From an optimization exercise on the open Yosys and OpenROAD flow, aimed at small area; shortcuts taken in it are not production practice.
The RTL was checked by simulation tests, not by an equivalence proof against the original design.
Power figures rest on the tool's default switching activity, not on a simulated workload.

### design.v
module FIR_Filter_Optimized(
  input clk,
  input CLK_Filter,
  input rst_n,
  input wire [7:0] RED_ADC_Value,
  input wire [7:0] IR_ADC_Next,
  output reg [19:0] Out_RED_Filtered,
  output reg [19:0] Out_IR_Filtered);
reg [8*46-1:0] sr;    
reg [4:0] h;          
reg [19:0] ir_hold;
wire [7:0] mn0 = ~(sr[31:24] & {8{h >= 5'd2}});
wire [7:0] mn1 = ~(sr[47:40] & {8{h >= 5'd3}});
wire [7:0] mn2 = ~(sr[63:56] & {8{h >= 5'd4}});
wire [7:0] mn3 = ~(sr[79:72] & {8{h >= 5'd5}});
wire [7:0] mn4 = ~(sr[95:88] & {8{h >= 5'd6}});
wire [7:0] mn5 = ~(sr[111:104] & {8{h >= 5'd7}});
wire [7:0] mn6 = ~(sr[127:120] & {8{h >= 5'd8}});
wire [7:0] mn7 = ~(sr[143:136] & {8{h >= 5'd9}});
wire [7:0] mn8 = ~(sr[159:152] & {8{h >= 5'd10}});
wire [7:0] mn9 = ~(sr[175:168] & {8{h >= 5'd11}});
wire [7:0] mn10 = ~(sr[191:184] & {8{h >= 5'd12}});
wire [7:0] mn11 = ~(sr[207:200] & {8{h >= 5'd13}});
wire [7:0] mn12 = ~(sr[223:216] & {8{h >= 5'd14}});
wire [7:0] mn13 = ~(sr[239:232] & {8{h >= 5'd15}});
wire [7:0] mn14 = ~(sr[255:248] & {8{h >= 5'd16}});
wire [7:0] mn15 = ~(sr[271:264] & {8{h >= 5'd17}});
wire [7:0] mn16 = ~(sr[287:280] & {8{h >= 5'd18}});
wire [7:0] mn17 = ~(sr[303:296] & {8{h >= 5'd19}});
wire [7:0] mn18 = ~(sr[319:312] & {8{h >= 5'd20}});
wire [7:0] mn19 = ~(sr[335:328] & {8{h >= 5'd21}});
wire [7:0] mn20 = ~(sr[351:344] & {8{h >= 5'd22}});
wire [7:0] mn21 = ~(sr[367:360] & {8{h >= 5'd23}});
wire hs1, hc2, fs3, fc4, fs5, fc6, fs7, fc8, fs9, fc10, fs11, fc12, fs13, fc14, fs15, fc16, hs17, hc18, fs19, fc20, fs21, fc22, fs23, fc24, fs25, fc26, fs27, fc28, fs29, fc30, fs31, fc32, hs33, hc34, fs35, fc36, fs37, fc38, fs39, fc40, fs41, fc42, fs43, fc44, fs45, fc46, fs47, fc48, hs49, hc50, fs51, fc52, fs53, fc54, fs55, fc56, fs57, fc58, fs59, fc60, fs61, fc62, fs63, fc64, hs65, hc66, fs67, fc68, fs69, fc70, fs71, fc72, fs73, fc74, fs75, fc76, fs77, fc78, fs79, fc80, hs81, hc82, fs83, fc84, fs85, fc86, fs87, fc88, fs89, fc90, fs91, fc92, fs93, fc94, fs95, fc96, hs97, hc98, fs99, fc100, fs101, fc102, fs103, fc104, fs105, fc106, fs107, fc108, fs109, fc110, fs111, fc112, hs113, hc114, fs115, fc116, fs117, fc118, fs119, fc120, fs121, fc122, fs123, fc124, fs125, fc126, fs127, fc128, nv129, nv130, nv131, nv132, nv133, nv134, nv135, nv136, nv137, nv138, nv139, nv140, nv141, nv142, nv143, nv144, nv145, nv146, nv147, nv148, nv149, nv150, nv151, nv152, nv153, nv154, nv155, nv156, nv157, nv158, nv159, nv160, nv161, nv162, nv163, nv164, nv165, nv166, nv167, nv168, nv169, nv170, nv171, nv172, nv173, nv174, nv175, nv176, nv177, nv178, nv179, nv180, nv181, nv182, fs183, fc184, hs185, hc186, fs187, fc188, fs189, fc190, fs191, fc192, fs193, fc194, fs195, fc196, fs197, fc198, fs199, fc200, fs201, fc202, fs203, fc204, fs205, fc206, fs207, fc208, fs209, fc210, fs211, fc212, fs213, fc214, fs215, fc216, fs217, fc218, fs219, fc220, fs221, fc222, fs223, fc224, fs225, fc226, fs227, fc228, fs229, fc230, fs231, fc232, fs233, fc234, fs235, fc236, fs237, fc238, fs239, fc240, fs241, fc242, fs243, fc244, fs245, fc246, fs247, fc248, fs249, fc250, fs251, fc252, fs253, fc254, fs255, fc256, fs257, fc258, fs259, fc260, fs261, fc262, fs263, fc264, fs265, fc266, fs267, fc268, fs269, fc270, fs271, fc272, fs273, fc274, fs275, fc276, fs277, fc278, fs279, fc280, fs281, fc282, fs283, fc284, fs285, fc286, fs287, fc288, fs289, fc290, fs291, fc292, fs293, fc294, fs295, fc296, hs297, hc298, fs299, fc300, fs301, fc302, fs303, fc304, fs305, fc306, fs307, fc308, fs309, fc310, fs311, fc312, fs313, fc314, fs315, fc316, fs317, fc318, fs319, fc320, fs321, fc322, fs323, fc324, fs325, fc326, fs327, fc328, fs329, fc330, fs331, fc332, fs333, fc334, fs335, fc336, fs337, fc338, fs339, fc340, fs341, fc342, fs343, fc344, fs345, fc346, fs347, fc348, fs349, fc350, fs351, fc352, fs353, fc354, fs355, fc356, fs357, fc358, fs359, fc360, fs361, fc362, fs363, fc364, fs365, fc366, fs367, fc368, fs369, fc370, fs371, fc372, fs373, fc374, fs375, fc376, fs377, fc378, fs379, fc380, fs381, fc382, fs383, fc384, fs385, fc386, fs387, fc388, fs389, fc390, fs391, fc392, fs393, fc394, fs395, fc396, fs397, fc398, fs399, fc400, fs401, fc402, fs403, fc404, fs405, fc406, fs407, fc408, fs409, fc410, fs411, fc412, fs413, fc414, fs415, fc416, fs417, fc418, fs419, fc420, fs421, fc422, fs423, fc424, fs425, fc426, fs427, fc428, fs429, fc430, fs431, fc432, fs433, fc434, fs435, fc436, fs437, fc438, fs439, fc440, fs441, fc442, fs443, fc444, fs445, fc446, fs447, fc448, fs449, fc450, fs451, fc452, fs453, fc454, fs455, fc456, fs457, fc458, fs459, fc460, fs461, fc462, fs463, fc464, fs465, fc466, fs467, fc468, fs469, fc470, fs471, fc472, fs473, fc474, fs475, fc476, fs477, fc478, fs479, fc480, fs481, fc482, fs483, fc484, fs485, fc486, hs487, hc488, fs489, fc490, fs491, fc492, fs493, fc494, fs495, fc496, fs497, fc498, fs499, fc500, fs501, fc502, fs503, fc504, fs505, fc506, fs507, fc508, fs509, fc510, fs511, fc512, fs513, fc514, fs515, fc516, fs517, fc518, fs519, fc520, fs521, fc522, fs523, fc524, fs525, fc526, fs527, fc528, fs529, fc530, hs531, hc532, fs533, fc534, fs535, fc536, fs537, fc538, fs539, fc540, fs541, fc542, fs543, fc544, fs545, fc546, fs547, fc548, fs549, fc550, fs551, fc552, fs553, fc554, fs555, fc556, fs557, fc558, fs559, fc560, fs561, fc562, fs563, fc564, fs565, fc566, fs567, fc568, fs569, fc570, fs571, fc572, fs573, fc574, fs575, fc576, fs577, fc578, fs579, fc580, fs581, fc582, fs583, fc584, fs585, fc586, fs587, fc588, fs589, fc590, fs591, fc592, fs593, fc594, fs595, fc596, fs597, fc598, fs599, fc600, hs601, hc602, fs603, fc604, fs605, fc606, fs607, fc608, fs609, fc610, fs611, fc612, fs613, fc614, fs615, fc616, fs617, fc618, fs619, fc620, fs621, fc622, fs623, fc624, fs625, fc626, hs627, hc628, fs629, fc630, fs631, fc632, fs633, fc634, fs635, fc636, fs637, fc638, fs639, fc640, fs641, fc642, fs643, fc644, fs645, fc646, hs647, hc648, fs649, fc650, fs651, fc652, fs653, fc654, fs655, fc656, fs657, fc658, fs659, fc660, fs661, fc662, fs663, fc664, hs665, hc666, fs667, fc668, hs669, hc670, hs671, hc672, hs673, hc674;
HA uhs1(.a(mn1[0]), .b(mn20[0]), .s(hs1), .co(hc2));
FA ufs3(.a(mn1[1]), .b(mn20[1]), .c(hc2), .s(fs3), .co(fc4));
FA ufs5(.a(mn1[2]), .b(mn20[2]), .c(fc4), .s(fs5), .co(fc6));
FA ufs7(.a(mn1[3]), .b(mn20[3]), .c(fc6), .s(fs7), .co(fc8));
FA ufs9(.a(mn1[4]), .b(mn20[4]), .c(fc8), .s(fs9), .co(fc10));
FA ufs11(.a(mn1[5]), .b(mn20[5]), .c(fc10), .s(fs11), .co(fc12));
FA ufs13(.a(mn1[6]), .b(mn20[6]), .c(fc12), .s(fs13), .co(fc14));
FA ufs15(.a(mn1[7]), .b(mn20[7]), .c(fc14), .s(fs15), .co(fc16));
HA uhs17(.a(mn3[0]), .b(mn18[0]), .s(hs17), .co(hc18));
FA ufs19(.a(mn3[1]), .b(mn18[1]), .c(hc18), .s(fs19), .co(fc20));
FA ufs21(.a(mn3[2]), .b(mn18[2]), .c(fc20), .s(fs21), .co(fc22));
FA ufs23(.a(mn3[3]), .b(mn18[3]), .c(fc22), .s(fs23), .co(fc24));
FA ufs25(.a(mn3[4]), .b(mn18[4]), .c(fc24), .s(fs25), .co(fc26));
FA ufs27(.a(mn3[5]), .b(mn18[5]), .c(fc26), .s(fs27), .co(fc28));
FA ufs29(.a(mn3[6]), .b(mn18[6]), .c(fc28), .s(fs29), .co(fc30));
FA ufs31(.a(mn3[7]), .b(mn18[7]), .c(fc30), .s(fs31), .co(fc32));
HA uhs33(.a(mn4[0]), .b(mn17[0]), .s(hs33), .co(hc34));
FA ufs35(.a(mn4[1]), .b(mn17[1]), .c(hc34), .s(fs35), .co(fc36));
FA ufs37(.a(mn4[2]), .b(mn17[2]), .c(fc36), .s(fs37), .co(fc38));
FA ufs39(.a(mn4[3]), .b(mn17[3]), .c(fc38), .s(fs39), .co(fc40));
FA ufs41(.a(mn4[4]), .b(mn17[4]), .c(fc40), .s(fs41), .co(fc42));
FA ufs43(.a(mn4[5]), .b(mn17[5]), .c(fc42), .s(fs43), .co(fc44));
FA ufs45(.a(mn4[6]), .b(mn17[6]), .c(fc44), .s(fs45), .co(fc46));
FA ufs47(.a(mn4[7]), .b(mn17[7]), .c(fc46), .s(fs47), .co(fc48));
HA uhs49(.a(mn5[0]), .b(mn16[0]), .s(hs49), .co(hc50));
FA ufs51(.a(mn5[1]), .b(mn16[1]), .c(hc50), .s(fs51), .co(fc52));
FA ufs53(.a(mn5[2]), .b(mn16[2]), .c(fc52), .s(fs53), .co(fc54));
FA ufs55(.a(mn5[3]), .b(mn16[3]), .c(fc54), .s(fs55), .co(fc56));
FA ufs57(.a(mn5[4]), .b(mn16[4]), .c(fc56), .s(fs57), .co(fc58));
FA ufs59(.a(mn5[5]), .b(mn16[5]), .c(fc58), .s(fs59), .co(fc60));
FA ufs61(.a(mn5[6]), .b(mn16[6]), .c(fc60), .s(fs61), .co(fc62));
FA ufs63(.a(mn5[7]), .b(mn16[7]), .c(fc62), .s(fs63), .co(fc64));
HA uhs65(.a(mn6[0]), .b(mn15[0]), .s(hs65), .co(hc66));
FA ufs67(.a(mn6[1]), .b(mn15[1]), .c(hc66), .s(fs67), .co(fc68));
FA ufs69(.a(mn6[2]), .b(mn15[2]), .c(fc68), .s(fs69), .co(fc70));
FA ufs71(.a(mn6[3]), .b(mn15[3]), .c(fc70), .s(fs71), .co(fc72));
FA ufs73(.a(mn6[4]), .b(mn15[4]), .c(fc72), .s(fs73), .co(fc74));
FA ufs75(.a(mn6[5]), .b(mn15[5]), .c(fc74), .s(fs75), .co(fc76));
FA ufs77(.a(mn6[6]), .b(mn15[6]), .c(fc76), .s(fs77), .co(fc78));
FA ufs79(.a(mn6[7]), .b(mn15[7]), .c(fc78), .s(fs79), .co(fc80));
HA uhs81(.a(mn7[0]), .b(mn14[0]), .s(hs81), .co(hc82));
FA ufs83(.a(mn7[1]), .b(mn14[1]), .c(hc82), .s(fs83), .co(fc84));
FA ufs85(.a(mn7[2]), .b(mn14[2]), .c(fc84), .s(fs85), .co(fc86));
FA ufs87(.a(mn7[3]), .b(mn14[3]), .c(fc86), .s(fs87), .co(fc88));
FA ufs89(.a(mn7[4]), .b(mn14[4]), .c(fc88), .s(fs89), .co(fc90));
FA ufs91(.a(mn7[5]), .b(mn14[5]), .c(fc90), .s(fs91), .co(fc92));
FA ufs93(.a(mn7[6]), .b(mn14[6]), .c(fc92), .s(fs93), .co(fc94));
FA ufs95(.a(mn7[7]), .b(mn14[7]), .c(fc94), .s(fs95), .co(fc96));
HA uhs97(.a(mn8[0]), .b(mn13[0]), .s(hs97), .co(hc98));
FA ufs99(.a(mn8[1]), .b(mn13[1]), .c(hc98), .s(fs99), .co(fc100));
FA ufs101(.a(mn8[2]), .b(mn13[2]), .c(fc100), .s(fs101), .co(fc102));
FA ufs103(.a(mn8[3]), .b(mn13[3]), .c(fc102), .s(fs103), .co(fc104));
FA ufs105(.a(mn8[4]), .b(mn13[4]), .c(fc104), .s(fs105), .co(fc106));
FA ufs107(.a(mn8[5]), .b(mn13[5]), .c(fc106), .s(fs107), .co(fc108));
FA ufs109(.a(mn8[6]), .b(mn13[6]), .c(fc108), .s(fs109), .co(fc110));
FA ufs111(.a(mn8[7]), .b(mn13[7]), .c(fc110), .s(fs111), .co(fc112));
HA uhs113(.a(mn9[0]), .b(mn12[0]), .s(hs113), .co(hc114));
FA ufs115(.a(mn9[1]), .b(mn12[1]), .c(hc114), .s(fs115), .co(fc116));
FA ufs117(.a(mn9[2]), .b(mn12[2]), .c(fc116), .s(fs117), .co(fc118));
FA ufs119(.a(mn9[3]), .b(mn12[3]), .c(fc118), .s(fs119), .co(fc120));
FA ufs121(.a(mn9[4]), .b(mn12[4]), .c(fc120), .s(fs121), .co(fc122));
FA ufs123(.a(mn9[5]), .b(mn12[5]), .c(fc122), .s(fs123), .co(fc124));
FA ufs125(.a(mn9[6]), .b(mn12[6]), .c(fc124), .s(fs125), .co(fc126));
FA ufs127(.a(mn9[7]), .b(mn12[7]), .c(fc126), .s(fs127), .co(fc128));
assign nv129 = ~hs17;
assign nv130 = ~fs19;
assign nv131 = ~fs21;
assign nv132 = ~fs23;
assign nv133 = ~fs25;
assign nv134 = ~fs27;
assign nv135 = ~fs29;
assign nv136 = ~fs31;
assign nv137 = ~fc32;
assign nv138 = ~hs49;
assign nv139 = ~fs51;
assign nv140 = ~fs53;
assign nv141 = ~fs55;
assign nv142 = ~fs57;
assign nv143 = ~fs59;
assign nv144 = ~fs61;
assign nv145 = ~fs63;
assign nv146 = ~fc64;
assign nv147 = ~hs65;
assign nv148 = ~fs67;
assign nv149 = ~fs69;
assign nv150 = ~fs71;
assign nv151 = ~fs73;
assign nv152 = ~fs75;
assign nv153 = ~fs77;
assign nv154 = ~fs79;
assign nv155 = ~fc80;
assign nv156 = ~hs81;
assign nv157 = ~fs83;
assign nv158 = ~fs85;
assign nv159 = ~fs87;
assign nv160 = ~fs89;
assign nv161 = ~fs91;
assign nv162 = ~fs93;
assign nv163 = ~fs95;
assign nv164 = ~fc96;
assign nv165 = ~hs97;
assign nv166 = ~fs99;
assign nv167 = ~fs101;
assign nv168 = ~fs103;
assign nv169 = ~fs105;
assign nv170 = ~fs107;
assign nv171 = ~fs109;
assign nv172 = ~fs111;
assign nv173 = ~fc112;
assign nv174 = ~hs113;
assign nv175 = ~fs115;
assign nv176 = ~fs117;
assign nv177 = ~fs119;
assign nv178 = ~fs121;
assign nv179 = ~fs123;
assign nv180 = ~fs125;
assign nv181 = ~fs127;
assign nv182 = ~fc128;
FA ufs183(.a(1'b1), .b(hs33), .c(nv156), .s(fs183), .co(fc184));
HA uhs185(.a(nv165), .b(fs183), .s(hs185), .co(hc186));
FA ufs187(.a(mn0[0]), .b(mn21[0]), .c(hs1), .s(fs187), .co(fc188));
FA ufs189(.a(hs33), .b(hs113), .c(nv147), .s(fs189), .co(fc190));
FA ufs191(.a(fs35), .b(fc184), .c(fs187), .s(fs191), .co(fc192));
FA ufs193(.a(nv157), .b(nv166), .c(fs189), .s(fs193), .co(fc194));
FA ufs195(.a(hc186), .b(fs191), .c(fs193), .s(fs195), .co(fc196));
FA ufs197(.a(1'b1), .b(mn0[1]), .c(mn21[1]), .s(fs197), .co(fc198));
FA ufs199(.a(nv129), .b(nv138), .c(fs197), .s(fs199), .co(fc200));
FA ufs201(.a(fs3), .b(fs35), .c(fs115), .s(fs201), .co(fc202));
FA ufs203(.a(fc188), .b(fc190), .c(nv148), .s(fs203), .co(fc204));
FA ufs205(.a(fs199), .b(fs37), .c(fc192), .s(fs205), .co(fc206));
FA ufs207(.a(nv158), .b(nv167), .c(fs201), .s(fs207), .co(fc208));
FA ufs209(.a(fc194), .b(fs203), .c(fs205), .s(fs209), .co(fc210));
FA ufs211(.a(fs207), .b(fc196), .c(fs209), .s(fs211), .co(fc212));
FA ufs213(.a(1'b1), .b(mn0[2]), .c(mn21[2]), .s(fs213), .co(fc214));
FA ufs215(.a(hs1), .b(hs33), .c(nv174), .s(fs215), .co(fc216));
FA ufs217(.a(fc198), .b(fs213), .c(nv130), .s(fs217), .co(fc218));
FA ufs219(.a(nv139), .b(fs215), .c(fc200), .s(fs219), .co(fc220));
FA ufs221(.a(fs5), .b(fs37), .c(fs117), .s(fs221), .co(fc222));
FA ufs223(.a(fc202), .b(nv149), .c(fc204), .s(fs223), .co(fc224));
FA ufs225(.a(fs217), .b(fs219), .c(fs39), .s(fs225), .co(fc226));
FA ufs227(.a(fc206), .b(fs221), .c(nv159), .s(fs227), .co(fc228));
FA ufs229(.a(nv168), .b(fc208), .c(fs223), .s(fs229), .co(fc230));
FA ufs231(.a(fs225), .b(fc210), .c(fs227), .s(fs231), .co(fc232));
FA ufs233(.a(fs229), .b(fc212), .c(fs231), .s(fs233), .co(fc234));
FA ufs235(.a(mn0[3]), .b(mn21[3]), .c(mn2[0]), .s(fs235), .co(fc236));
FA ufs237(.a(mn19[0]), .b(hs65), .c(nv165), .s(fs237), .co(fc238));
FA ufs239(.a(fc214), .b(fs235), .c(fs3), .s(fs239), .co(fc240));
FA ufs241(.a(fs35), .b(fc216), .c(nv175), .s(fs241), .co(fc242));
FA ufs243(.a(fs237), .b(nv131), .c(nv140), .s(fs243), .co(fc244));
FA ufs245(.a(fs239), .b(fc218), .c(fs241), .s(fs245), .co(fc246));
FA ufs247(.a(fc220), .b(fc222), .c(fs7), .s(fs247), .co(fc248));
FA ufs249(.a(fs39), .b(fs119), .c(nv150), .s(fs249), .co(fc250));
FA ufs251(.a(fc224), .b(fs243), .c(fs245), .s(fs251), .co(fc252));
FA ufs253(.a(fs41), .b(fc226), .c(nv160), .s(fs253), .co(fc254));
FA ufs255(.a(nv169), .b(fc228), .c(fs247), .s(fs255), .co(fc256));
FA ufs257(.a(fc230), .b(fs249), .c(fs251), .s(fs257), .co(fc258));
FA ufs259(.a(fc232), .b(fs253), .c(fs255), .s(fs259), .co(fc260));
FA ufs261(.a(fs257), .b(fc234), .c(fs259), .s(fs261), .co(fc262));
FA ufs263(.a(1'b1), .b(mn0[4]), .c(mn21[4]), .s(fs263), .co(fc264));
FA ufs265(.a(mn2[1]), .b(mn19[1]), .c(hs17), .s(fs265), .co(fc266));
FA ufs267(.a(hs33), .b(nv156), .c(fc236), .s(fs267), .co(fc268));
FA ufs269(.a(fs263), .b(fs67), .c(fc238), .s(fs269), .co(fc270));
FA ufs271(.a(fs265), .b(nv166), .c(fs267), .s(fs271), .co(fc272));
FA ufs273(.a(fs5), .b(fs37), .c(fc240), .s(fs273), .co(fc274));
FA ufs275(.a(nv176), .b(fc242), .c(fs269), .s(fs275), .co(fc276));
FA ufs277(.a(fs271), .b(fs273), .c(nv132), .s(fs277), .co(fc278));
FA ufs279(.a(nv141), .b(fc244), .c(fc246), .s(fs279), .co(fc280));
FA ufs281(.a(fs275), .b(fs9), .c(fs41), .s(fs281), .co(fc282));
FA ufs283(.a(fs121), .b(fc248), .c(nv151), .s(fs283), .co(fc284));
FA ufs285(.a(fc250), .b(fs277), .c(fc252), .s(fs285), .co(fc286));
FA ufs287(.a(fs279), .b(fs43), .c(nv161), .s(fs287), .co(fc288));
FA ufs289(.a(nv170), .b(fc254), .c(fc256), .s(fs289), .co(fc290));
FA ufs291(.a(fs281), .b(fs283), .c(fc258), .s(fs291), .co(fc292));
FA ufs293(.a(fs285), .b(fc260), .c(fs287), .s(fs293), .co(fc294));
FA ufs295(.a(fs289), .b(fs291), .c(fc262), .s(fs295), .co(fc296));
HA uhs297(.a(fs293), .b(fs295), .s(hs297), .co(hc298));
FA ufs299(.a(mn0[5]), .b(mn21[5]), .c(mn2[2]), .s(fs299), .co(fc300));
FA ufs301(.a(mn19[2]), .b(hs49), .c(hs65), .s(fs301), .co(fc302));
FA ufs303(.a(fc264), .b(fs299), .c(fs19), .s(fs303), .co(fc304));
FA ufs305(.a(fs35), .b(fc266), .c(fs301), .s(fs305), .co(fc306));
FA ufs307(.a(nv157), .b(fc268), .c(fs69), .s(fs307), .co(fc308));
FA ufs309(.a(fc270), .b(nv167), .c(fs303), .s(fs309), .co(fc310));
FA ufs311(.a(fs305), .b(fc272), .c(fc274), .s(fs311), .co(fc312));
FA ufs313(.a(fs7), .b(fs39), .c(fs307), .s(fs313), .co(fc314));
FA ufs315(.a(nv177), .b(fc276), .c(fs309), .s(fs315), .co(fc316));
FA ufs317(.a(nv133), .b(nv142), .c(fc278), .s(fs317), .co(fc318));
FA ufs319(.a(fs311), .b(fc280), .c(fs313), .s(fs319), .co(fc320));
FA ufs321(.a(fs315), .b(fs11), .c(fs43), .s(fs321), .co(fc322));
FA ufs323(.a(fs123), .b(fc282), .c(nv152), .s(fs323), .co(fc324));
FA ufs325(.a(fc284), .b(fs317), .c(fc286), .s(fs325), .co(fc326));
FA ufs327(.a(fs319), .b(fs45), .c(nv162), .s(fs327), .co(fc328));
FA ufs329(.a(nv171), .b(fc288), .c(fc290), .s(fs329), .co(fc330));
FA ufs331(.a(fs321), .b(fs323), .c(fc292), .s(fs331), .co(fc332));
FA ufs333(.a(fs325), .b(fc294), .c(fs327), .s(fs333), .co(fc334));
FA ufs335(.a(fs329), .b(fs331), .c(fs333), .s(fs335), .co(fc336));
FA ufs337(.a(fc296), .b(hc298), .c(fs335), .s(fs337), .co(fc338));
FA ufs339(.a(1'b1), .b(mn0[6]), .c(mn21[6]), .s(fs339), .co(fc340));
FA ufs341(.a(mn2[3]), .b(mn19[3]), .c(mn10[0]), .s(fs341), .co(fc342));
FA ufs343(.a(mn11[0]), .b(hs81), .c(hs97), .s(fs343), .co(fc344));
FA ufs345(.a(hs113), .b(fc300), .c(fs339), .s(fs345), .co(fc346));
FA ufs347(.a(fs341), .b(fs51), .c(fs67), .s(fs347), .co(fc348));
FA ufs349(.a(fc302), .b(fs343), .c(fs345), .s(fs349), .co(fc350));
FA ufs351(.a(fs21), .b(fs37), .c(fc304), .s(fs351), .co(fc352));
FA ufs353(.a(fc306), .b(nv158), .c(fs347), .s(fs353), .co(fc354));
FA ufs355(.a(fs349), .b(fc308), .c(fs71), .s(fs355), .co(fc356));
FA ufs357(.a(fs351), .b(nv168), .c(fc310), .s(fs357), .co(fc358));
FA ufs359(.a(fs353), .b(fc312), .c(fs9), .s(fs359), .co(fc360));
FA ufs361(.a(fs41), .b(nv178), .c(fc314), .s(fs361), .co(fc362));
FA ufs363(.a(fs355), .b(fc316), .c(fs357), .s(fs363), .co(fc364));
FA ufs365(.a(nv134), .b(nv143), .c(fc318), .s(fs365), .co(fc366));
FA ufs367(.a(fs359), .b(fc320), .c(fs361), .s(fs367), .co(fc368));
FA ufs369(.a(fs363), .b(fs13), .c(fs45), .s(fs369), .co(fc370));
FA ufs371(.a(fs125), .b(fc322), .c(nv153), .s(fs371), .co(fc372));
FA ufs373(.a(fc324), .b(fs365), .c(fc326), .s(fs373), .co(fc374));
FA ufs375(.a(fs367), .b(fs47), .c(nv163), .s(fs375), .co(fc376));
FA ufs377(.a(nv172), .b(fc328), .c(fc330), .s(fs377), .co(fc378));
FA ufs379(.a(fs369), .b(fs371), .c(fc332), .s(fs379), .co(fc380));
FA ufs381(.a(fs373), .b(fc334), .c(fs375), .s(fs381), .co(fc382));
FA ufs383(.a(fs377), .b(fs379), .c(fc336), .s(fs383), .co(fc384));
FA ufs385(.a(fs381), .b(fc338), .c(fs383), .s(fs385), .co(fc386));
FA ufs387(.a(1'b1), .b(mn0[7]), .c(mn21[7]), .s(fs387), .co(fc388));
FA ufs389(.a(mn2[4]), .b(mn19[4]), .c(mn10[1]), .s(fs389), .co(fc390));
FA ufs391(.a(mn11[1]), .b(fc340), .c(fc342), .s(fs391), .co(fc392));
FA ufs393(.a(fs387), .b(fs389), .c(fs83), .s(fs393), .co(fc394));
FA ufs395(.a(fs99), .b(fs115), .c(fc344), .s(fs395), .co(fc396));
FA ufs397(.a(fc346), .b(fs391), .c(fs53), .s(fs397), .co(fc398));
FA ufs399(.a(fs69), .b(fc348), .c(fs393), .s(fs399), .co(fc400));
FA ufs401(.a(fs395), .b(fc350), .c(fc352), .s(fs401), .co(fc402));
FA ufs403(.a(fs23), .b(fs39), .c(fs397), .s(fs403), .co(fc404));
FA ufs405(.a(nv159), .b(fc354), .c(fs399), .s(fs405), .co(fc406));
FA ufs407(.a(fs73), .b(fc356), .c(nv169), .s(fs407), .co(fc408));
FA ufs409(.a(fc358), .b(fs401), .c(fs403), .s(fs409), .co(fc410));
FA ufs411(.a(fs405), .b(fs11), .c(fs43), .s(fs411), .co(fc412));
FA ufs413(.a(fc360), .b(nv179), .c(fc362), .s(fs413), .co(fc414));
FA ufs415(.a(fc364), .b(fs407), .c(fs409), .s(fs415), .co(fc416));
FA ufs417(.a(nv135), .b(nv144), .c(fc366), .s(fs417), .co(fc418));
FA ufs419(.a(fs411), .b(fc368), .c(fs413), .s(fs419), .co(fc420));
FA ufs421(.a(fs415), .b(fc48), .c(nv164), .s(fs421), .co(fc422));
FA ufs423(.a(nv173), .b(fs15), .c(fs47), .s(fs423), .co(fc424));
FA ufs425(.a(fs127), .b(fc370), .c(nv154), .s(fs425), .co(fc426));
FA ufs427(.a(fc372), .b(fs417), .c(fc374), .s(fs427), .co(fc428));
FA ufs429(.a(fs419), .b(fc376), .c(fc378), .s(fs429), .co(fc430));
FA ufs431(.a(fs421), .b(fs423), .c(fs425), .s(fs431), .co(fc432));
FA ufs433(.a(fs427), .b(fc380), .c(fs429), .s(fs433), .co(fc434));
FA ufs435(.a(fc382), .b(fs431), .c(fs433), .s(fs435), .co(fc436));
FA ufs437(.a(fc384), .b(fs435), .c(fc386), .s(fs437), .co(fc438));
FA ufs439(.a(1'b1), .b(mn2[5]), .c(mn19[5]), .s(fs439), .co(fc440));
FA ufs441(.a(mn10[2]), .b(mn11[2]), .c(fc388), .s(fs441), .co(fc442));
FA ufs443(.a(fc390), .b(fs439), .c(fc392), .s(fs443), .co(fc444));
FA ufs445(.a(fs441), .b(fs85), .c(fs101), .s(fs445), .co(fc446));
FA ufs447(.a(fs117), .b(fc394), .c(fc396), .s(fs447), .co(fc448));
FA ufs449(.a(fs443), .b(fc398), .c(fs55), .s(fs449), .co(fc450));
FA ufs451(.a(fs71), .b(fs445), .c(fs447), .s(fs451), .co(fc452));
FA ufs453(.a(fc400), .b(fc402), .c(fs25), .s(fs453), .co(fc454));
FA ufs455(.a(fs41), .b(nv160), .c(fc404), .s(fs455), .co(fc456));
FA ufs457(.a(fs449), .b(fc406), .c(fs451), .s(fs457), .co(fc458));
FA ufs459(.a(fs75), .b(nv170), .c(fc408), .s(fs459), .co(fc460));
FA ufs461(.a(fs453), .b(fc410), .c(fs455), .s(fs461), .co(fc462));
FA ufs463(.a(fs457), .b(fs13), .c(fs45), .s(fs463), .co(fc464));
FA ufs465(.a(fc412), .b(nv180), .c(fc414), .s(fs465), .co(fc466));
FA ufs467(.a(fs459), .b(fc416), .c(fs461), .s(fs467), .co(fc468));
FA ufs469(.a(fc16), .b(fc48), .c(fc128), .s(fs469), .co(fc470));
FA ufs471(.a(nv155), .b(nv136), .c(nv145), .s(fs471), .co(fc472));
FA ufs473(.a(fc418), .b(fs463), .c(fc420), .s(fs473), .co(fc474));
FA ufs475(.a(fs465), .b(fs467), .c(fc422), .s(fs475), .co(fc476));
FA ufs477(.a(fc424), .b(fs469), .c(fc426), .s(fs477), .co(fc478));
FA ufs479(.a(fs471), .b(fc428), .c(fs473), .s(fs479), .co(fc480));
FA ufs481(.a(fc430), .b(fs475), .c(fs477), .s(fs481), .co(fc482));
FA ufs483(.a(fc432), .b(fs479), .c(fc434), .s(fs483), .co(fc484));
FA ufs485(.a(fs481), .b(fc436), .c(fs483), .s(fs485), .co(fc486));
HA uhs487(.a(fc438), .b(fs485), .s(hs487), .co(hc488));
FA ufs489(.a(mn2[6]), .b(mn19[6]), .c(mn10[3]), .s(fs489), .co(fc490));
FA ufs491(.a(mn11[3]), .b(fc440), .c(fs489), .s(fs491), .co(fc492));
FA ufs493(.a(fc442), .b(fs491), .c(fc444), .s(fs493), .co(fc494));
FA ufs495(.a(fc446), .b(fc448), .c(fs87), .s(fs495), .co(fc496));
FA ufs497(.a(fs103), .b(fs119), .c(fs493), .s(fs497), .co(fc498));
FA ufs499(.a(fs57), .b(fs73), .c(fc450), .s(fs499), .co(fc500));
FA ufs501(.a(fc452), .b(fs495), .c(fs497), .s(fs501), .co(fc502));
FA ufs503(.a(fs27), .b(fs43), .c(fc454), .s(fs503), .co(fc504));
FA ufs505(.a(nv161), .b(fc456), .c(fs499), .s(fs505), .co(fc506));
FA ufs507(.a(fc458), .b(fs501), .c(fs77), .s(fs507), .co(fc508));
FA ufs509(.a(nv171), .b(fc460), .c(fs503), .s(fs509), .co(fc510));
FA ufs511(.a(fc462), .b(fs505), .c(nv137), .s(fs511), .co(fc512));
FA ufs513(.a(nv146), .b(fs15), .c(fs47), .s(fs513), .co(fc514));
FA ufs515(.a(fc464), .b(nv181), .c(fc466), .s(fs515), .co(fc516));
FA ufs517(.a(fs507), .b(fs509), .c(fc468), .s(fs517), .co(fc518));
FA ufs519(.a(fc470), .b(fc472), .c(fs511), .s(fs519), .co(fc520));
FA ufs521(.a(fs513), .b(fc474), .c(fs515), .s(fs521), .co(fc522));
FA ufs523(.a(fs517), .b(fc476), .c(fc478), .s(fs523), .co(fc524));
FA ufs525(.a(fs519), .b(fc480), .c(fs521), .s(fs525), .co(fc526));
FA ufs527(.a(fc482), .b(fs523), .c(fs525), .s(fs527), .co(fc528));
FA ufs529(.a(fc484), .b(fs527), .c(fc486), .s(fs529), .co(fc530));
HA uhs531(.a(hc488), .b(fs529), .s(hs531), .co(hc532));
FA ufs533(.a(mn2[7]), .b(mn19[7]), .c(mn10[4]), .s(fs533), .co(fc534));
FA ufs535(.a(mn11[4]), .b(fc490), .c(fs533), .s(fs535), .co(fc536));
FA ufs537(.a(fc492), .b(fs535), .c(fc494), .s(fs537), .co(fc538));
FA ufs539(.a(fs89), .b(fs105), .c(fs121), .s(fs539), .co(fc540));
FA ufs541(.a(fc496), .b(fc498), .c(fs537), .s(fs541), .co(fc542));
FA ufs543(.a(fs59), .b(fs75), .c(fc500), .s(fs543), .co(fc544));
FA ufs545(.a(fs539), .b(fc502), .c(fs541), .s(fs545), .co(fc546));
FA ufs547(.a(fs29), .b(fs45), .c(fc504), .s(fs547), .co(fc548));
FA ufs549(.a(nv162), .b(fc506), .c(fs543), .s(fs549), .co(fc550));
FA ufs551(.a(fs545), .b(fc16), .c(fc48), .s(fs551), .co(fc552));
FA ufs553(.a(nv182), .b(fs79), .c(fc508), .s(fs553), .co(fc554));
FA ufs555(.a(nv172), .b(fc510), .c(fs547), .s(fs555), .co(fc556));
FA ufs557(.a(fs549), .b(fc512), .c(fc514), .s(fs557), .co(fc558));
FA ufs559(.a(fs551), .b(fc516), .c(fs553), .s(fs559), .co(fc560));
FA ufs561(.a(fs555), .b(fc518), .c(fc520), .s(fs561), .co(fc562));
FA ufs563(.a(fs557), .b(fc522), .c(fs559), .s(fs563), .co(fc564));
FA ufs565(.a(fc524), .b(fs561), .c(fc526), .s(fs565), .co(fc566));
FA ufs567(.a(fs563), .b(fc528), .c(fs565), .s(fs567), .co(fc568));
FA ufs569(.a(fs567), .b(fc530), .c(hc532), .s(fs569), .co(fc570));
FA ufs571(.a(1'b1), .b(mn10[5]), .c(mn11[5]), .s(fs571), .co(fc572));
FA ufs573(.a(fc534), .b(fs571), .c(fc536), .s(fs573), .co(fc574));
FA ufs575(.a(fs573), .b(fc538), .c(fs91), .s(fs575), .co(fc576));
FA ufs577(.a(fs107), .b(fs123), .c(fc540), .s(fs577), .co(fc578));
FA ufs579(.a(fc542), .b(fs61), .c(fs77), .s(fs579), .co(fc580));
FA ufs581(.a(fc544), .b(fs575), .c(fs577), .s(fs581), .co(fc582));
FA ufs583(.a(fc546), .b(fc80), .c(nv173), .s(fs583), .co(fc584));
FA ufs585(.a(fs31), .b(fs47), .c(fc548), .s(fs585), .co(fc586));
FA ufs587(.a(nv163), .b(fc550), .c(fs579), .s(fs587), .co(fc588));
FA ufs589(.a(fs581), .b(fc552), .c(fc554), .s(fs589), .co(fc590));
FA ufs591(.a(fs583), .b(fc556), .c(fs585), .s(fs591), .co(fc592));
FA ufs593(.a(fs587), .b(fc558), .c(fs589), .s(fs593), .co(fc594));
FA ufs595(.a(fc560), .b(fs591), .c(fc562), .s(fs595), .co(fc596));
FA ufs597(.a(fs593), .b(fc564), .c(fs595), .s(fs597), .co(fc598));
FA ufs599(.a(fc566), .b(fs597), .c(fc568), .s(fs599), .co(fc600));
HA uhs601(.a(fc570), .b(fs599), .s(hs601), .co(hc602));
FA ufs603(.a(mn10[6]), .b(mn11[6]), .c(fc572), .s(fs603), .co(fc604));
FA ufs605(.a(fs603), .b(fc574), .c(fs93), .s(fs605), .co(fc606));
FA ufs607(.a(fs109), .b(fs125), .c(fc576), .s(fs607), .co(fc608));
FA ufs609(.a(fc578), .b(fc32), .c(fc48), .s(fs609), .co(fc610));
FA ufs611(.a(nv164), .b(fs63), .c(fs79), .s(fs611), .co(fc612));
FA ufs613(.a(fc580), .b(fc582), .c(fs605), .s(fs613), .co(fc614));
FA ufs615(.a(fs607), .b(fc584), .c(fc586), .s(fs615), .co(fc616));
FA ufs617(.a(fs609), .b(fc588), .c(fs611), .s(fs617), .co(fc618));
FA ufs619(.a(fs613), .b(fc590), .c(fs615), .s(fs619), .co(fc620));
FA ufs621(.a(fc592), .b(fs617), .c(fc594), .s(fs621), .co(fc622));
FA ufs623(.a(fs619), .b(fc596), .c(fs621), .s(fs623), .co(fc624));
FA ufs625(.a(fc598), .b(fs623), .c(fc600), .s(fs625), .co(fc626));
HA uhs627(.a(hc602), .b(fs625), .s(hs627), .co(hc628));
FA ufs629(.a(mn10[7]), .b(mn11[7]), .c(fc604), .s(fs629), .co(fc630));
FA ufs631(.a(fs629), .b(fc64), .c(fc80), .s(fs631), .co(fc632));
FA ufs633(.a(fs95), .b(fs111), .c(fs127), .s(fs633), .co(fc634));
FA ufs635(.a(fc606), .b(fc608), .c(fc610), .s(fs635), .co(fc636));
FA ufs637(.a(fc612), .b(fs631), .c(fc614), .s(fs637), .co(fc638));
FA ufs639(.a(fs633), .b(fc616), .c(fs635), .s(fs639), .co(fc640));
FA ufs641(.a(fc618), .b(fs637), .c(fc620), .s(fs641), .co(fc642));
FA ufs643(.a(fs639), .b(fc622), .c(fs641), .s(fs643), .co(fc644));
FA ufs645(.a(fc624), .b(fs643), .c(fc626), .s(fs645), .co(fc646));
HA uhs647(.a(hc628), .b(fs645), .s(hs647), .co(hc648));
FA ufs649(.a(fc630), .b(fc96), .c(fc112), .s(fs649), .co(fc650));
FA ufs651(.a(fc128), .b(fc632), .c(fc634), .s(fs651), .co(fc652));
FA ufs653(.a(fs649), .b(fc636), .c(fs651), .s(fs653), .co(fc654));
FA ufs655(.a(fc638), .b(fc640), .c(fs653), .s(fs655), .co(fc656));
FA ufs657(.a(fc642), .b(fs655), .c(fc644), .s(fs657), .co(fc658));
FA ufs659(.a(fs657), .b(fc646), .c(hc648), .s(fs659), .co(fc660));
FA ufs661(.a(fc650), .b(fc652), .c(fc654), .s(fs661), .co(fc662));
FA ufs663(.a(fc656), .b(fs661), .c(fc658), .s(fs663), .co(fc664));
HA uhs665(.a(fc660), .b(fs663), .s(hs665), .co(hc666));
FA ufs667(.a(1'b1), .b(fc662), .c(fc664), .s(fs667), .co(fc668));
HA uhs669(.a(hc666), .b(fs667), .s(hs669), .co(hc670));
HA uhs671(.a(fc668), .b(hc670), .s(hs671), .co(hc672));
HA uhs673(.a(1'b1), .b(hc672), .s(hs673), .co(hc674));
wire [19:0] sum_n = {hs673, hs671, hs669, hs665, fs659, hs647, hs627, hs601, fs569, hs531, hs487, fs437, fs385, fs337, hs297, fs261, fs233, fs211, fs195, hs185};
always @(posedge clk) begin
  sr <= {sr[8*45-1:0], CLK_Filter ? RED_ADC_Value : IR_ADC_Next};
  ir_hold <= ~sum_n;
  if (rst_n) begin
    h <= 5'd0;
    Out_RED_Filtered <= 20'd0;
    Out_IR_Filtered <= 20'd0;
  end else if (CLK_Filter) begin
    if (h != 5'd23) h <= h + 5'd1;
    Out_RED_Filtered <= ~sum_n;
    Out_IR_Filtered <= ir_hold;
  end
end
endmodule
module FA(input a, input b, input c, output s, output co);
assign s = a ^ b ^ c;
assign co = (a & b) | (c & (a ^ b));
endmodule
module HA(input a, input b, output s, output co);
assign s = a ^ b;
assign co = a & b;
endmodule
module Controller_StateMachine(ADC, clk, Find_Setting, rst_n, LED_Drive, DC_Comp, LED_IR, LED_RED, PGA_Gain,
                               RED_ADC_Value, IR_ADC_Next, CLK_Filter);
	input  wire [7:0] ADC;
	input  wire clk;
	input  wire rst_n;           
	input  wire Find_Setting;
	output wire [3:0] LED_Drive;
	output reg  [6:0] DC_Comp;
	output wire LED_IR;
	output wire LED_RED;
	output reg  [3:0] PGA_Gain;
	output reg  [7:0] RED_ADC_Value;  
	output wire [7:0] IR_ADC_Next;    
	output reg  CLK_Filter;
	localparam [3:0] S_IDLE  = 4'd0,   
	                 S_RST4  = 4'd1,   
	                 S_ROP   = 4'd2,
	                 S_RGAIN = 4'd3,
	                 S_IOP   = 4'd4,
	                 S_IGAIN = 4'd5,
	                 S_AR    = 4'd6,
	                 S_AI    = 4'd7,
	                 S_ALT   = 4'd8;
	reg [3:0]  st;
	reg [1:0]  prev;         
	reg [15:0] gw;           
	reg [3:0]  aw;           
	reg [4:0]  cnt;          
	reg [7:0]  vmin, vmax;
	reg [6:0]  rop, iop;
	reg [3:0]  rg, ig;
	reg        led_ir;
	reg [7:0]  IR_ADC_Value;
	assign LED_Drive = 4'd10;
	assign LED_IR  = led_ir;
	assign LED_RED = ~led_ir;
	wire in_reset = (st == S_IDLE) | (st == S_RST4);
	wire is_op    = (st == S_ROP) | (st == S_IOP);
	wire is_gain  = (st == S_RGAIN) | (st == S_IGAIN);
	wire win_done = (cnt >= 5'd20);
	wire [7:0] diff = vmax - vmin;
	wire [7:0] mid  = {2'b00, diff[7:2]} + vmin;
	wire accept = (mid >= 8'd117) & (mid <= 8'd137);
	wire in_rng = (ADC < 8'd240) & (ADC > 8'd5);
	wire clip   = (ADC > 8'd240) | (ADC < 8'd5);
	wire gw_ok  = (gw >= 16'd545);
	wire aw_ok  = (aw >= 4'd10);
	assign IR_ADC_Next = rst_n ? 8'd0 :
	                     Find_Setting ? IR_ADC_Value :
	                     in_reset ? 8'd0 :
	                     ((st == S_ALT) & (prev == 2'd2)) ? ADC : IR_ADC_Value;
	always @(posedge clk) begin
		IR_ADC_Value <= IR_ADC_Next;
		if (rst_n) CLK_Filter <= 1'b0;
		else CLK_Filter <= ~CLK_Filter;
	end
	always @(posedge clk) begin
		if (rst_n) begin
			st <= S_IDLE;
			prev <= 2'd0;
			led_ir <= 1'b0;
			DC_Comp <= 7'd0;
			PGA_Gain <= 4'd0;
			gw <= 16'd545;
			cnt <= 5'd0;
			vmin <= 8'd255;
			vmax <= 8'd0;
			aw <= 4'd10;
			RED_ADC_Value <= 8'd0;
		end else if (Find_Setting) begin
			st <= S_ROP;
		end else begin
			case (st)
			S_IDLE, S_RST4: begin
				led_ir <= 1'b0;
				DC_Comp <= 7'd0;
				PGA_Gain <= 4'd0;
				gw <= 16'd545;
				cnt <= 5'd0;
				vmin <= 8'd255;
				vmax <= 8'd0;
				aw <= 4'd10;
				RED_ADC_Value <= 8'd0;
				st <= (st == S_RST4) ? S_IOP : S_IDLE;
			end
			S_ROP, S_IOP: begin
				if (st == S_IOP) led_ir <= 1'b1;
				if (!win_done) begin
					if (ADC < vmin) vmin <= ADC;
					if (ADC > vmax) vmax <= ADC;
					cnt <= cnt + 5'd1;
				end else begin
					vmin <= 8'd255;
					vmax <= 8'd0;
					cnt <= 5'd1;
					if (accept) begin
						if (st == S_ROP) begin rop <= DC_Comp; st <= S_RGAIN; end
						else begin iop <= DC_Comp; st <= S_IGAIN; end
					end else
						DC_Comp <= DC_Comp + 7'd10;
				end
			end
			S_RGAIN, S_IGAIN: begin
				if (in_rng & gw_ok) PGA_Gain <= PGA_Gain + 4'd1;
				if ((in_rng & gw_ok) | clip) gw <= 16'd1;
				else gw <= gw + 16'd1;
				if (clip) begin
					if (st == S_RGAIN) begin rg <= PGA_Gain; st <= S_RST4; end
					else begin ig <= PGA_Gain; st <= S_ALT; end
				end
			end
			S_ALT: begin
				if (aw_ok) begin
					aw <= 4'd1;
					st <= (prev == 2'd1) ? S_AI : S_AR;
				end else
					aw <= aw + 4'd1;
				if (prev == 2'd1) RED_ADC_Value <= ADC;
			end
			S_AR: begin
				led_ir <= 1'b0;
				DC_Comp <= rop;
				PGA_Gain <= rg;
				st <= S_ALT;
				prev <= 2'd1;
			end
			S_AI: begin
				led_ir <= 1'b1;
				DC_Comp <= iop;
				PGA_Gain <= ig;
				st <= S_ALT;
				prev <= 2'd2;
			end
			default: ;
			endcase
		end
	end
endmodule
module Top_Module_Controller_and_FIR(ADC,clk,Find_Setting, rst_n, LED_Drive,DC_Comp,LED_IR,LED_RED,PGA_Gain,Out_IR_Filtered,Out_RED_Filtered);
	output wire [3:0] LED_Drive;
	output wire [6:0] DC_Comp;
	output wire LED_IR;
	output wire LED_RED;
	output wire [3:0] PGA_Gain;
	input wire [7:0] ADC;
	input wire clk;
	input wire rst_n;
	input wire Find_Setting;
	output wire [19:0] Out_IR_Filtered;
	output wire [19:0] Out_RED_Filtered;
	wire [7:0] RED_ADC_Value;
	wire [7:0] IR_ADC_Next;
	wire CLK_Filter;
	Controller_StateMachine Controller(
	.ADC(ADC), .clk(clk), .Find_Setting(Find_Setting), .rst_n(rst_n),
	.LED_Drive(LED_Drive), .DC_Comp(DC_Comp), .LED_IR(LED_IR), .LED_RED(LED_RED), .PGA_Gain(PGA_Gain),
	.RED_ADC_Value(RED_ADC_Value), .IR_ADC_Next(IR_ADC_Next), .CLK_Filter(CLK_Filter));
	FIR_Filter_Optimized Filters(
	.clk(clk), .CLK_Filter(CLK_Filter), .rst_n(rst_n),
	.RED_ADC_Value(RED_ADC_Value), .IR_ADC_Next(IR_ADC_Next),
	.Out_RED_Filtered(Out_RED_Filtered), .Out_IR_Filtered(Out_IR_Filtered));
endmodule
### run.sh
#!/bin/bash
# synth_recipe.tcl (not shown) runs the flow's synth.tcl, then flattens the netlist and writes it again
# the make line also repeats each setting of config.mk as NAME=value (left out here)
make -C /OpenROAD-flow-scripts/flow DESIGN_CONFIG=/design/flow/config.mk WORK_HOME=/design/flow/orfs CLKGATE_MAP_FILE= SYNTH_SCRIPT=/design/flow/synth_recipe.tcl finish
### config.mk
export PLATFORM = sky130hd
export DESIGN_NAME = Top_Module_Controller_and_FIR
export DESIGN_NICKNAME = Top_Module_Controller_and_FIR
export VERILOG_FILES = /design/flow/design.v
export SDC_FILE = /design/flow/constraint.sdc
export NUM_CORES = 4
export LEC_CHECK = 0
export CAP_MARGIN = 20
export CORE_MARGIN = 2
export CORE_UTILIZATION = 60
export CTS_BUF_LIST = sky130_fd_sc_hd__clkbuf_4
export SLEW_MARGIN = 20
export SYNTH_HIERARCHICAL = 1
### constraint.sdc
create_clock -name core_clock -period 10.0 [get_ports {clk}]
set_input_delay 2.0000 -clock core_clock [delete_from_list [all_inputs] [get_ports {clk}]]
set_output_delay 2.0000 -clock core_clock [all_outputs]
set_load 0.01 [all_outputs]
==> impl_metrics.py, run 1 <==
metrics = {
    "synthesis": {
        "yosys.area.top_type": "dfxtp_1",
        "syn_area_sq_um": 22100,
        "ys_ff_latch": 531,
        "yosys-top-cells-area": "dfxtp_1 (46%), fa_1 (26%), nand2_1 (3.6%), ha_1 (3.4%), edfxtp_1 (3.0%)",
        "synth_edf_count": 22,
        "synth_most_common_cell": "dfxtp_1",
        "synthCells": 1767,
        "synthTopCellsByCount": "dfxtp_1 (509), fa_1 (292), nand2_1 (211)",
        "synth-main-ff-cell": "dfxtp_1",
        "synth_cell_types": 75,
        "synth_async_sr_flop_share_pct": 0,
        "ys_warn_count": 8,
        "yosysTopAreaCellShare_pct": 46.1,
        "ys_seq_area_share_pct": 49.1,
        "synth.avg_cell_area_sq_um": 12.5,
    },
    "critical_path": {
        "end_kind": "flip-flop",
        "r2r_start": "Filters.h[4]$_SDFFE_PP0P_",
        "required_ns": 10.66,
        "crit_fanout": 8,
        "crit_path_frequent_cell": "fa_1",
        "cpMaxStageDelayCell": "or4_4",
        "worstReg2RegEnd": "Filters.Out_RED_Filtered[19]$_SDFFE_PP0P_",
        "cp_slowest_stage_delay_ns": 0.54,
        "rr_worst_depth": 28,
        "worstPathArrival_ns": 10.35,
        "critPathLaunch": "Filters.h[4]$_SDFFE_PP0P_",
        "crit_type": "flip-flop to flip-flop",
        "start_kind": "flip-flop",
        "reg2reg_setup_slack_ns": 0.31,
        "setup.worst_path.end": "Filters.Out_RED_Filtered[19]$_SDFFE_PP0P_",
    },
    "floorplanning": {
        "core_sq_um": 36400,
        "die-area_sq_um": 38400,
        "initial_utilization_pct": 60.7,
        "rows": 70,
        "io_pins": 68,
        "die_h_um": 196,
        "die_width_um": 196,
    },
    "pwr": {
        "peakVddDrop_mv": 0.103,
        "power_frac_seq_pct": 51.4,
        "p_comb_share_pct": 8.2,
        "clkPwrFrac_pct": 40.4,
        "power_density_nw_per_um2": 172,
        "power.internal_w": 0.00322,
        "p_leak_nw": 9.61,
        "netSwitchingFraction_pct": 25.3,
        "power.total_w": 0.00431,
        "p_sw_w": 0.00109,
    },
    "global_route": {
        "grt_pass1_wl_um": 77200,
        "grt_overflow": 0,
        "grtUsageMet1_pct": 35.6,
        "grt_usage_pct": 26.8,
        "grt_antenna_before_repair": 2,
        "grt_pass1_vias": 14332,
        "top_usage_layer": "met2",
        "grt_util_met2_pct": 44.2,
        "grt_use_met3_pct": 5.59,
        "grt_max_degree": 77,
    },
    "place": {
        "dpl.hpwl_um": 38000,
        "portBuffers": 63,
        "gp_congestion": 0.919,
        "place_area_sq_um": 23400,
        "place_inst": 2293,
    },
    "clocking": {
        "clk_latency_ns": 0.85,
        "cts_sinks": 531,
        "ctsHtreeMaxLevel": 4,
        "cts_buffers": 133,
        "clockBufferDepth": 3,
        "tritoncts": "done",
        "holdBufCountCts": 0,
        "path_clk_slew_ns": 0.07,
        "cts-root-buf": "clkbuf_4",
    },
    "timing": {
        "fin_hold_ws_ns": 0.280,
        "setup_violations": 0,
        "slew_viol_final": 0,
        "timing.final.hold_violations": 0,
        "max_freq_mhz": 103,
        "period_minus_slack_ns": 9.69,
        "period_share_pct": 96.9,
        "worstMarginPinSlew_ns": 0.983,
        "finClkSkew_ns": 0.0748,
        "slew_headroom_pct": 33.9,
    },
    "flow_run": {
        "cap_violations": 0,
    },
    "detailed_routing": {
        "routedWlPerCell_um": 19.2,
        "via_per_inst": 5.23,
        "num_vias": 13210,
        "ant_nets": 0,
        "firstDrtPassIters": 5,
        "drt_wl_total_um": 48600,
        "drc_errors": 0,
        "drt_iter0_markers": 691,
    },
    "finish": {
        "final_cell_area_sq_um": 25100,
        "drive_gt1_share_pct": 14.4,
        "layoutNonFillerInstCount": 2528,
        "nets": 2326,
        "area_growth_syn_to_layout_pct": 13.7,
        "nFillCells": 2801,
    },
    "min_path": {
        "hold_path_class": "flip-flop to flip-flop",
    },
    "run_status": {
        "status": "no timing/DRC/antenna violations",
    },
}
[critical path, delay by kind of cell, from the launching register on]
kind                     cells  cell delay (ns)
adder cells (fa/ha/maj)     23             8.10
AND/OR/NAND/NOR              3             0.89
flip-flops                   1             0.31
buffers and inverters        1             0.16
AO/OA/AOI/OAI                1             0.07
[through the flow]
stage          setup TNS [ns]  worst slack (ns)  util, %
6_report                    0             0.311     69.0
5_1_grt              -0.00336          -0.00336     69.0
4_1_cts                     0            0.0220     68.7
3_5_place_dp                0            0.0192     64.2
3_3_place_gp                0             0.122     64.2
2_1_floorplan               0             0.456        -
[worst min-delay path by stage]
stage                                        from                       to  slack (ns)  cells past startpoint
after global routing      Filters.sr[146]$_DFF_P_  Filters.sr[154]$_DFF_P_        0.29                      0
after detailed placement  Filters.sr[161]$_DFF_P_  Filters.sr[169]$_DFF_P_        0.31                      0
after CTS                 Filters.sr[147]$_DFF_P_  Filters.sr[155]$_DFF_P_        0.28                      0
final                     Filters.sr[160]$_DFF_P_  Filters.sr[168]$_DFF_P_        0.28                      0
after floorplan            Filters.sr[96]$_DFF_P_  Filters.sr[104]$_DFF_P_        0.31                      0
after global placement    Filters.sr[244]$_DFF_P_  Filters.sr[252]$_DFF_P_        0.31                      0
[per-module statistics from Yosys (local to each module, per instance), a selection]
module	cells inside	cell area, sq um	flops+latches	times used
FIR_Filter_Optimized	855	10700	433	1
FA	1	20.0	0	291
HA	1	12.5	0	19
Controller_StateMachine	602	5390	98	1
[layout make-up]
| cell class | instances | area [sq um] | share of cell area [%] |
|---|---|---|---|
| inverters | 113 | 424 | 1.69 |
| well taps | 468 | 586 | 2.33 |
| flip-flops and latches | 531 | 10900 | 43.2 |
| repair buffers | 102 | 921 | 3.66 |
| clock buffers | 181 | 1360 | 5.41 |
| multi-input cells | 1082 | 10700 | 42.5 |
| diodes | 2 | 5.00 | 0.0199 |
| clock inverters | 49 | 284 | 1.13 |
[cells in the final DEF, fill, tap and decap left out, drive strengths merged, types with 5 or more instances in the layout]
master	count
a21oi	36
xor2	18
edfxtp	22
or2	11
clkdlybuf4s50	62
and2	6
ha	60
nor2b	9
dfxtp	509
nand3	8
a211oi	27
conb	14
fa	292
buf	40
nor2	150
mux2	9
o21a	5
mux2i	39
a21o	8
a222oi	6
xnor2	7
a22oi	19
o31ai	5
nor4	13
nand4	14
clkinv	38
nand2	211
o21ai	37
nor3	18
clkbuf	181
nand2b	8
inv	119
[cells by family (layout without fill, tap and decap cells)]
logic type	Yosys count	count (layout)	synth area share [%]
DFF	531	531	49.1
and+or+nand+nor	465	465	9.14
adders and majority gates	352	352	29.8
AOI/OAI and AO/OA	178	178	5.64
buffers and inverters	165	445	3.04
muxes	48	48	2.24
xor gates and xnor gates	25	25	0.990
other	3	16	0.0509
[metal layers]
layer | up-vias | wire length [um]
met5 | - | 0
li1 | 6216 | -
met2 | 325 | 24100
met4 | 0 | 1120
met3 | 83 | 2100
met1 | 6586 | 21300
[power groups by stage]
stage	combinational, W	sequential, W	clock, W
final	0.000352	0.00222	0.00174
after global routing	0.000398	0.00222	0.00192
after floorplan	0.000231	0.00226	0
after global placement	0.000346	0.00226	0
after CTS	0.000355	0.00222	0.00180
after detailed placement	0.000352	0.00227	0
[state kept, by name (all words and copies together), names as in the netlist, 5 cells and up]
signal and flops:
Controller.DC_Comp 7, Controller.IR_ADC_Value 8, Controller.RED_ADC_Value 8, Controller.cnt 5
Controller.gw 16, Controller.iop 7, Controller.rop 7, Controller.vmax 8
Controller.vmin 8, Filters.Out_IR_Filtered 20, Filters.Out_RED_Filtered 20, Filters.h 5
Filters.ir_hold 20, Filters.sr 368
[what timing repair did]
action	CTS	global route
setup buffers	0	3
setup endpoints to repair	0	5
gates resized for setup	0	27
==> inputs of run 2 (changes only) <==
--- a/config.mk
+++ b/config.mk
@@ -8,6 +8,5 @@
 export CAP_MARGIN = 20
 export CORE_MARGIN = 2
-export CORE_UTILIZATION = 60
-export CTS_BUF_LIST = sky130_fd_sc_hd__clkbuf_4
+export CORE_UTILIZATION = 40
 export SLEW_MARGIN = 20
 export SYNTH_HIERARCHICAL = 1
==> run 2 against run 1 <==
Effect of this change: hold slack gained 0.028 ns; count of clock-buffer cells in the layout decreased by 110; setup slack got worse by 0.0056 ns; critical path depth unchanged; clock skew is 0.052 ns lower; design area grew 2.6%; critical endpoint unchanged; clock power grew 18%; largest cell class unchanged; first-iteration DRC count is 1.9% lower; via count shrank 3.0%; critical path type unchanged; final cell count increased by 4.3%; highest routed layer unchanged.
==> impl_metrics.py, run 2 <==
metrics = {
    "place": {
        "gp_congestion": 0.926,
        "portBuffers": 63,
        "dpl.hpwl_um": 38700,
        "dp_slack_ns": -0.0325,
    },
    "floorplanning": {
        "rows": 86,
        "die_h_um": 239,
        "die-area_sq_um": 57200,
        "initial_utilization_pct": 40.3,
        "die_width_um": 239,
        "io_pins": 68,
        "core_sq_um": 54900,
    },
    "pwr": {
        "power_density_nw_per_um2": 179,
        "p_leak_nw": 9.60,
        "peakVddDrop_mv": 0.124,
    },
    "clocking": {
        "ctsHtreeMaxLevel": 2,
        "path_clk_slew_ns": 0.06,
        "cts_buffers": 53,
        "clockBufferDepth": 3,
        "cts-root-buf": "clkbuf_16",
        "cts_sinks": 531,
        "tritoncts": "done",
        "clk_latency_ns": 0.60,
    },
    "critical_path": {
        "start_kind": "flip-flop",
        "crit_buf_inv": 1,
        "crit_fanout": 9,
        "end_kind": "flip-flop",
        "rr_worst_depth": 28,
        "worstReg2RegEnd": "Filters.Out_RED_Filtered[19]$_SDFFE_PP0P_",
        "reg2reg_setup_slack_ns": 0.31,
        "worstPathArrival_ns": 10.12,
        "r2r_start": "Filters.h[1]$_SDFFE_PP0P_",
        "crit_type": "flip-flop to flip-flop",
        "cpMaxStageDelayCell": "or4_4",
        "cpLargestDelayFamily": "adder cells",
        "crit_path_frequent_cell": "fa_1",
        "cp_slowest_stage_delay_ns": 0.57,
        "required_ns": 10.43,
    },
    "timing": {
        "fin_ws_ns": 0.306,
        "period_minus_slack_ns": 9.69,
        "slew_viol_final": 0,
        "setup_violations": 0,
        "fin_hold_ws_ns": 0.308,
        "timing.final.hold_violations": 0,
        "slew_headroom_pct": 27.2,
        "max_freq_mhz": 103,
        "period_share_pct": 96.9,
        "finClkSkew_ns": 0.0229,
        "worstMarginPinSlew_ns": 1.09,
    },
    "synthesis": {
        "synth_edf_count": 22,
        "synth_async_sr_flop_share_pct": 0,
        "syn_area_sq_um": 22100,
        "synth.avg_cell_area_sq_um": 12.5,
        "ys_seq_area_share_pct": 49.1,
        "yosys.area.top_type": "dfxtp_1",
        "yosysTopAreaCellShare_pct": 46.1,
        "synth_most_common_cell": "dfxtp_1",
        "ys_ff_latch": 531,
        "synth_cell_types": 75,
        "synth-main-ff-cell": "dfxtp_1",
        "synthCells": 1767,
        "yosys-top-cells-area": "dfxtp_1 (46%), fa_1 (26%), nand2_1 (3.6%), ha_1 (3.4%), edfxtp_1 (3.0%)",
        "ys_warn_count": 8,
        "synthTopCellsByCount": "dfxtp_1 (509), fa_1 (292), nand2_1 (211)",
    },
    "global_route": {
        "grt_antenna_before_repair": 1,
        "grt_overflow": 0,
        "grt_pass1_vias": 13570,
        "grt_usage_pct": 17.7,
        "grt_max_degree": 77,
        "grt_pass1_wl_um": 76800,
    },
    "detailed_routing": {
        "ant_nets": 0,
        "drt_wl_total_um": 49000,
        "drt_iter0_markers": 678,
        "routedWlPerCell_um": 18.6,
        "num_vias": 12810,
        "via_per_inst": 4.86,
        "drc_errors": 0,
        "firstDrtPassIters": 5,
    },
    "min_path": {
        "hold_path_class": "flip-flop to flip-flop",
        "worstHoldStart": "Filters.sr[241]$_DFF_P_",
        "holdPathStages": 0,
        "worstHoldEndpoint": "Filters.sr[249]$_DFF_P_",
    },
    "finish": {
        "mostFrequentLayoutCell": "dfxtp_1",
        "area_growth_syn_to_layout_pct": 16.6,
        "layout_common_cells": "dfxtp_1 (503), fa_1 (273), nand2_1 (209)",
        "largest-register": "Filters.sr",
        "drive_gt1_share_pct": 10.9,
        "num_antenna_cells": 0,
        "largest_reg_flops": 368,
        "nets": 2253,
    },
    "flow_run": {
        "cap_violations": 0,
    },
    "run_status": {
        "status": "no timing/DRC/antenna violations",
    },
}
==> run 2: cell types whose count changed in the layout (fill, tap and decap cells not counted), sizes merged <==
cell | previous run | this run
diode | 2 | 0
clkinvlp | 4 | 3
bufinv | 1 | 5
clkbuf | 181 | 71
clkinv | 38 | 13
buf | 40 | 47
==> run 2: area by class of cell <==
cell class	count	area, sq um
clock buffers	71	1520
multi-input cells	1082	10800
inverters	113	430
fillers	4862	29100
flip-flops and latches	531	10900
repair buffers	109	986
clock inverters	27	315
well taps	704	881
==> run 2: cell families (layout without fill, tap and decap cells) <==
kind of cell,count (synthesis),after routing,share of synthesized area [%]
AOI/OAI and AO/OA,178,178,5.64
xor gates and xnor gates,25,25,0.990
adders and majority gates,352,352,29.8
buffers and inverters,165,320,3.04
DFF,531,531,49.1
muxes,48,48,2.24
other,3,14,0.0509
and+or+nand+nor,465,465,9.14
==> run 2: power breakdown <==
group	internal [W]	switching, W
Clock	0.00120	0.000846
Combinational	0.000162	0.000197
Sequential	0.00218	0.0000356
Total	0.00355	0.00108
==> run 2: metal layers <==
layer,part of all wire (%),vias to the layer above,track usage (%)
met5,0,-,0
met4,2.3,0,4.77
met3,3.8,82,3.18
met2,49,247,29.6
met1,45,6484,23.7
li1,-,5997,-
==> run 2: worst max-delay path by stage <==
stage | slack, ns | depth (start not counted) | from | to
floorplan | 0.46 | 29 | Filters.h[1]$_SDFFE_PP0P_ | Filters.Out_RED_Filtered[19]$_SDFFE_PP0P_
global placement | 0.03 | 28 | Filters.h[2]$_SDFFE_PP0P_ | Filters.Out_RED_Filtered[19]$_SDFFE_PP0P_
detailed placement | -0.03 | 28 | Filters.h[2]$_SDFFE_PP0P_ | Filters.Out_RED_Filtered[19]$_SDFFE_PP0P_
CTS | 0.01 | 29 | Filters.h[2]$_SDFFE_PP0P_ | Filters.Out_RED_Filtered[19]$_SDFFE_PP0P_
global route | -0.02 | 31 | Filters.h[1]$_SDFFE_PP0P_ | Filters.Out_RED_Filtered[19]$_SDFFE_PP0P_
finish | 0.31 | 28 | Filters.h[1]$_SDFFE_PP0P_ | Filters.Out_RED_Filtered[19]$_SDFFE_PP0P_
==> run 2: what timing repair did <==
item	4_1_cts	5_1_grt
resized for setup	1	52
buffers inserted	0	7
hold buffers	0	0
setup endpoints to repair	1	5
pin swaps	0	6
==> run 2: modules after synthesis (local to each module, per instance), a selection <==
module | times used | cells | flops+latches | cell area (sq um)
FIR_Filter_Optimized | 1 | 855 | 433 | 10700
Controller_StateMachine | 1 | 602 | 98 | 5390
FA | 291 | 1 | 0 | 20.0
HA | 19 | 1 | 0 | 12.5
==> run 2: stage by stage <==
step	utilization [%]	TNS, ns	cell area [sq um]	instances	total power (W)
final	47.0	0	25800	2637	0.00463
after global routing	47.0	-0.0181	25800	2637	0.00482
after CTS	46.6	0	25500	2630	0.00468
after detailed placement	43.2	-0.0325	23700	2532	0.00262
after global placement	43.2	0	23700	2532	0.00261
after floorplan	-	0	22200	1778	0.00249

## port drivers added, routing unchanged
No port has a modelled driver above. Below, the same layouts with a new extraction and two added sets of constraints.
Step 1: set_driving_cell puts a clkbuf_16 on clk and a buf_2 on each other input, an assumption about the parent block.
Step 2 times the ports against the registers' clock, not the clock port: input delays grow and output delays shrink by t, the midpoint of the rising clock arrivals with the driver on.
Slacks: ideal / step 1 / step 2; pairs: ideal / step 1.
run	t (ns)	slack for setup (ns)	worst hold slack (ns)	worst data-port slew with drivers (ns)
run 1	0.867	0.311 / 0.311 / 0.311	0.280 / 0.280 / 0.280	0.04
run 2	0.645	0.306 / 0.306 / 0.306	0.308 / 0.308 / 0.308	0.03
After both steps every run listed still meets setup and hold.
